This design comes from an exercise in tuning for small area on the open sky130 flow, not from production work. The RTL was checked by simulation tests, not by an equivalence proof against the original design. The clock input has no modelled driver; a real chip could not lean on it and would need a root buffer or a full tree. No activity file was given, so power comes from the tool's default toggle rates.

Setup of v29:
## smg_display
module smg_display(
input clk,
input rst_n,
input number_en,
input [19:0] number,
output reg [5:0] an,
output reg [7:0] sseg,
output warning
    );
localparam [11:0] H_T = 12'h11a;
localparam [11:0] H_R = 12'h235;
localparam [11:0] H_M = 12'h7ff;
reg [24:0] r;
reg        pend;          
reg        conv;          
reg [4:0]  q;
reg [11:0] h;
wire q31 = &q;
wire hcut = ((h & H_M) == (H_T & H_M));
function [3:0] fix;
    input [3:0] d;
    input       en;
    reg         g;
    begin
        g = en & (d[3] | d[2] & (d[1] | d[0]));
        fix[3] = d[3] | g;
        fix[2] = g ? (d[3] & d[0]) : d[2];
        fix[1] = g ? (d[1] & d[0] | d[3] & ~d[0]) : d[1];
        fix[0] = d[0] ^ g;
    end
endfunction
wire [24:0] cr;
assign cr[3:0]   = fix(r[3:0],   1'b1);
assign cr[7:4]   = fix(r[7:4],   q[4] | q[3] | q[2]);
assign cr[11:8]  = fix(r[11:8],  q[4] | q[3]);
assign cr[15:12] = fix(r[15:12], q[4] | (q[3] & q[2]));
assign cr[19:16] = fix(r[19:16], q[4]);
wire g5 = q[4] & q[1] & q[0] & r[22] & r[20];
assign cr[23:20] = {r[23] | g5, r[22] & ~g5, r[21], r[20] & ~g5};
assign cr[24]    = r[24];
always @(posedge clk or negedge rst_n) begin
    if (!rst_n) begin
        r <= 25'd0;
        pend <= 1'b0;
        conv <= 1'b0;
    end else if (number_en) begin
        r <= {number, 5'd0};
        pend <= 1'b1;
        conv <= 1'b0;
    end else begin
        if (q31) begin
  ...
Size: roughly 250 cells after synthesis, about 52 flip-flops, roughly 38 I/O pins, ~2400 um2 of cells after synthesis.
clock: 10.0 ns
lec_check: 0
cap_margin: 20
core_margin: 2
core_utilization: 40
gpl_timing_driven: 0
slew_margin: 20
standard.sh (not shown) runs the stock make flow with config.mk's settings and CLKGATE_MAP_FILE= SYNTH_SCRIPT=/design/flow/synth_recipe.tcl, a recipe that flattens the netlist after the stock synthesis.
==> flow/flow/run.sh <==
#!/bin/bash
# The standard ORFS layout (the standard.sh) with these changes:
#  - synthesis maps the logic with an area-oriented ABC script (flow/abc_area.script)
#    in place of ORFS's delay-oriented one; the clock period has ample slack;
#  - the port buffers are the smallest buffer (buf_1);
set -euo pipefail
here=$(pwd)
rm -rf "$here/scripts_own"
cp -r "$FLOW_HOME/scripts" "$here/scripts_own"
cp "$here/flow/abc_area.script" "$here/scripts_own/abc_speed.script"
export BUFFER_PORTS_ARGS="-buffer_cell sky130_fd_sc_hd__buf_1"
export POST_CTS_TCL="$here/flow/post_cts.tcl"
export CTS_ARGS="-sink_clustering_enable -repair_clock_nets -dont_use_dummy_load -buf_list {sky130_fd_sc_hd__clkbuf_4 sky130_fd_sc_hd__clkbuf_8} -sink_clustering_size 16"
bash standard.sh SCRIPTS_DIR="$here/scripts_own" finish > standard.log 2>&1
==> flow/flow/abc_area.script <==
strash
&get -n
&fraig -x
&put
scorr
dc2
dretime
strash
dch -f
amap -m -F 3 -A 20
topo
==> flow/flow/post_cts.tcl <==
set block [ord::get_db_block]
set root [$block findInst clkbuf_0_clk]
if { $root != "NULL" } {
  set in_net [[$root findITerm A] getNet]
  set out_net [[$root findITerm X] getNet]
  set loads {}
  foreach it [$out_net getITerms] {
    if { [$it getInst] != $root } { lappend loads $it }
  }
  if { [llength $loads] <= 4 && [$in_net getName] == "clk" } {
    puts "post_cts: removing root clock buffer, [llength $loads] leaves on clk"
    foreach it $loads {
      $it disconnect
      $it connect $in_net
    }
    odb::dbInst_destroy $root
    odb::dbNet_destroy $out_net
  } else {
    puts "post_cts: root clock buffer kept ([llength $loads] loads)"
  }
}
Relative to v29, the following input files were edited for v27:
# v29
export LEC_CHECK = 0
export CAP_MARGIN = 20
export CORE_MARGIN = 2
export CORE_UTILIZATION = 40
export GPL_TIMING_DRIVEN = 0
export SLEW_MARGIN = 20
create_clock -name core_clock -period 10.0 [get_ports {clk}]
# v27
export LEC_CHECK = 0
export CAP_MARGIN = 20
export CORE_MARGIN = 2
export CORE_UTILIZATION = 25
export SLEW_MARGIN = 20
create_clock -name core_clock -period 10.0 [get_ports {clk}]
--- a/flow/flow/run.sh
+++ b/flow/flow/run.sh
@@ -5,2 +5,3 @@
 #  - the port buffers are the smallest buffer (buf_1);
+#  - clock tree synthesis inserts no dummy load cells (CTS_ARGS below).
 set -euo pipefail
@@ -11,3 +12,2 @@
 export BUFFER_PORTS_ARGS="-buffer_cell sky130_fd_sc_hd__buf_1"
-export POST_CTS_TCL="$here/flow/post_cts.tcl"
 export CTS_ARGS="-sink_clustering_enable -repair_clock_nets -dont_use_dummy_load -buf_list {sky130_fd_sc_hd__clkbuf_4 sky130_fd_sc_hd__clkbuf_8} -sink_clustering_size 16"
removed: flow/flow/post_cts.tcl
==> comparison <==
v27 ended up with a lower static leakage power than v29 did. v27 has wire length above what v29 had. Delta (v27 minus v29): routability congestion estimate from global placement +7.7%; final net count +0.31%; end-of-flow core utilization -17 points; clock network power share +3.2 points; shortest clock period the worst path allows after layout -0.93 ns.
### v27 -> v43
# v27
export LEC_CHECK = 0
export CAP_MARGIN = 20
export CORE_MARGIN = 2
export CORE_UTILIZATION = 25
export SLEW_MARGIN = 20
create_clock -name core_clock -period 10.0 [get_ports {clk}]
# v43
export LEC_CHECK = 0
export CAP_MARGIN = 0
export CORE_MARGIN = 2
export CORE_UTILIZATION = 40
export SLEW_MARGIN = 0
create_clock -name core_clock -period 10.0 [get_ports {clk}]
Findings:
Going from v27 to v43, switching power share of the total saw an increase; worst ir drop on vdd picked up an extra 4.9%; die area went down 36%; routed via count has decreased; via count of the first global-routing pass fell by 112.
Compared with v27, v43 shows a number of fill cells that is 372 lower.
Looking at share of the core filled with cells in the final layout, v43 sits above v27.
Re worst-case hold slack: v43 is 0.013 ns up on v27.
A most used routing layer in global routing of met1 is what v27 shows, while met2 belongs to v43.
Shortest period the worst path allows, v27 and v43, lower one = v27.
Here is what was changed in the inputs of v5 compared with v43.
# v43
export LEC_CHECK = 0
export CAP_MARGIN = 0
export CORE_MARGIN = 2
export CORE_UTILIZATION = 40
export SLEW_MARGIN = 0
create_clock -name core_clock -period 10.0 [get_ports {clk}]
# v5
export LEC_CHECK = 0
export CAP_MARGIN = 20
export CORE_MARGIN = 2
export CORE_UTILIZATION = 85
export SLEW_MARGIN = 20
create_clock -name core_clock -period 10.0 [get_ports {clk}]
--- a/flow/flow/run.sh
+++ b/flow/flow/run.sh
@@ -12,3 +12,3 @@
 export BUFFER_PORTS_ARGS="-buffer_cell sky130_fd_sc_hd__buf_1"
-export CTS_ARGS="-sink_clustering_enable -repair_clock_nets -dont_use_dummy_load -buf_list {sky130_fd_sc_hd__clkbuf_4 sky130_fd_sc_hd__clkbuf_8} -sink_clustering_size 16"
+export CTS_ARGS="-sink_clustering_enable -repair_clock_nets -dont_use_dummy_load -buf_list {sky130_fd_sc_hd__clkbuf_4} -sink_clustering_size 16"
 bash standard.sh SCRIPTS_DIR="$here/scripts_own" finish > standard.log 2>&1
### Flow results
v5 never completed, since it errored out during global placement. v43 finished every stage and its layout cleared the timing, DRC and antenna checks. Share of async-settable or async-resettable flops after synthesis of v5 is on par with v43. ~same count of flip-flops with a built-in enable after synthesis in v5 and v43. v5 -> v43: cell count after synthesis delta 0, exact match. Re starting density of the core: v5 is 47 points up on v43. Summary — height of the chip, v5 relative to v43: lower, by 24 um. v43 -> v5: fraction of the mapped netlist area in compound gates flat. Relative to v43, number of standard-cell rows in the floorplan has gone down in v5. Between v5 and v43, the post-synthesis simple-gate area fraction does not differ in any meaningful way. v43 → v5: width of the die fell about 30%, post-synthesis sequential area ratio about even. Re average cell area after synthesis: no difference whatsoever between v5 and v43.
Edits applied to the flow inputs when going from v5 to v22:
# v5
export LEC_CHECK = 0
export CAP_MARGIN = 20
export CORE_MARGIN = 2
export CORE_UTILIZATION = 85
export SLEW_MARGIN = 20
create_clock -name core_clock -period 10.0 [get_ports {clk}]
# v22
export LEC_CHECK = 0
export CAP_MARGIN = 20
export CORE_MARGIN = 2
export CORE_UTILIZATION = 40
export SLEW_MARGIN = 20
create_clock -name core_clock -period 10.0 [get_ports {clk}]
--- a/flow/flow/run.sh
+++ b/flow/flow/run.sh
@@ -12,3 +12,3 @@
 export BUFFER_PORTS_ARGS="-buffer_cell sky130_fd_sc_hd__buf_1"
-export CTS_ARGS="-sink_clustering_enable -repair_clock_nets -dont_use_dummy_load -buf_list {sky130_fd_sc_hd__clkbuf_4} -sink_clustering_size 16"
+export CTS_ARGS="-sink_clustering_enable -repair_clock_nets -dont_use_dummy_load -buf_list {sky130_fd_sc_hd__clkbuf_4 sky130_fd_sc_hd__clkbuf_8} -sink_clustering_size 16"
 bash standard.sh SCRIPTS_DIR="$here/scripts_own" finish > standard.log 2>&1
==> flow/flow/abc_area.script <==
strash
&get -n
&fraig -x
&put
scorr
dc2
dretime
strash
dch -f
amap -m
topo
## What came out
Per the final summary, v22 finished and its layout is clean on timing, DRC and antenna.
Changes observed in v22 relative to v5: synthesized netlist net count now larger; total number of placement rows now larger.
Reported for v22 and v5, share of async-settable or async-resettable flops after synthesis turned out identical to the last digit.
When v22 is set beside v5, its sequential-to-total area share from yosys stat turns out to be 0.54 points smaller.
### v22 -> v41
--- a/flow/flow/run.sh
+++ b/flow/flow/run.sh
@@ -5,3 +5,2 @@
 #  - the port buffers are the smallest buffer (buf_1);
-#  - clock tree synthesis inserts no dummy load cells (CTS_ARGS below).
 set -euo pipefail
@@ -12,2 +11,3 @@
 export BUFFER_PORTS_ARGS="-buffer_cell sky130_fd_sc_hd__buf_1"
+export POST_CTS_TCL="$here/flow/post_cts.tcl"
 export CTS_ARGS="-sink_clustering_enable -repair_clock_nets -dont_use_dummy_load -buf_list {sky130_fd_sc_hd__clkbuf_4 sky130_fd_sc_hd__clkbuf_8} -sink_clustering_size 16"
--- a/flow/flow/abc_area.script
+++ b/flow/flow/abc_area.script
@@ -9,3 +9,3 @@
 dch -f
-amap -m
+amap -m -F 3 -A 20
 topo
==> flow/flow/post_cts.tcl (new file) <==
set block [ord::get_db_block]
set root [$block findInst clkbuf_0_clk]
if { $root != "NULL" } {
  set in_net [[$root findITerm A] getNet]
  set out_net [[$root findITerm X] getNet]
  set loads {}
  foreach it [$out_net getITerms] {
    if { [$it getInst] != $root } { lappend loads $it }
  }
  if { [llength $loads] <= 4 && [$in_net getName] == "clk" } {
    puts "post_cts: removing root clock buffer, [llength $loads] leaves on clk"
    foreach it $loads {
      $it disconnect
      $it connect $in_net
    }
    odb::dbInst_destroy $root
    odb::dbNet_destroy $out_net
  } else {
    puts "post_cts: root clock buffer kept ([llength $loads] loads)"
  }
}
==> run notes <==
Diff v41..v22 | overall overflow remaining after global route | negligible
Global-route usage: v41 < v22
v41 vs. v22: total power of the final layout went down about 4%; worst setup slack before clock tree synthesis rose by 0.33 ns; global-route met3 utilization shows a reduction of 2.2 points.
Compare v22 and v41 | full die area higher: v22

re-timing with driven ports:
Ports are ideal in the flow. The routed layouts listed here were re-timed in OpenROAD. Step 1 (the two cells are an assumption about what drives the block):
set clk [get_ports {clk}]
set_driving_cell -lib_cell sky130_fd_sc_hd__clkbuf_16 $clk
set_driving_cell -lib_cell sky130_fd_sc_hd__buf_2 [delete_from_list [all_inputs] $clk]
Step 2 times the ports against the registers' clock, not the clock port: input delays grow and output delays shrink by t, the midpoint of the rising clock arrivals with the driver on. a / b / c = ideal / step 1 / step 2; a / b = the first two.
run	t, ns	setup slack, ns	hold slack, ns	cell pins on the clock port's net
v29	0.198	5.377 / 5.404 / 5.206	0.371 / 0.371 / 0.371	4
v27	0.323	6.309 / 6.316 / 5.993	0.366 / 0.366 / 0.366	1
v43	0.327	6.053 / 6.056 / 5.730	0.380 / 0.380 / 0.380	1
v22	0.326	5.697 / 5.699 / 5.374	0.367 / 0.367 / 0.367	1
v41	0.199	5.940 / 5.970 / 5.771	0.380 / 0.380 / 0.380	4
After both steps setup and hold are still met in every run listed.
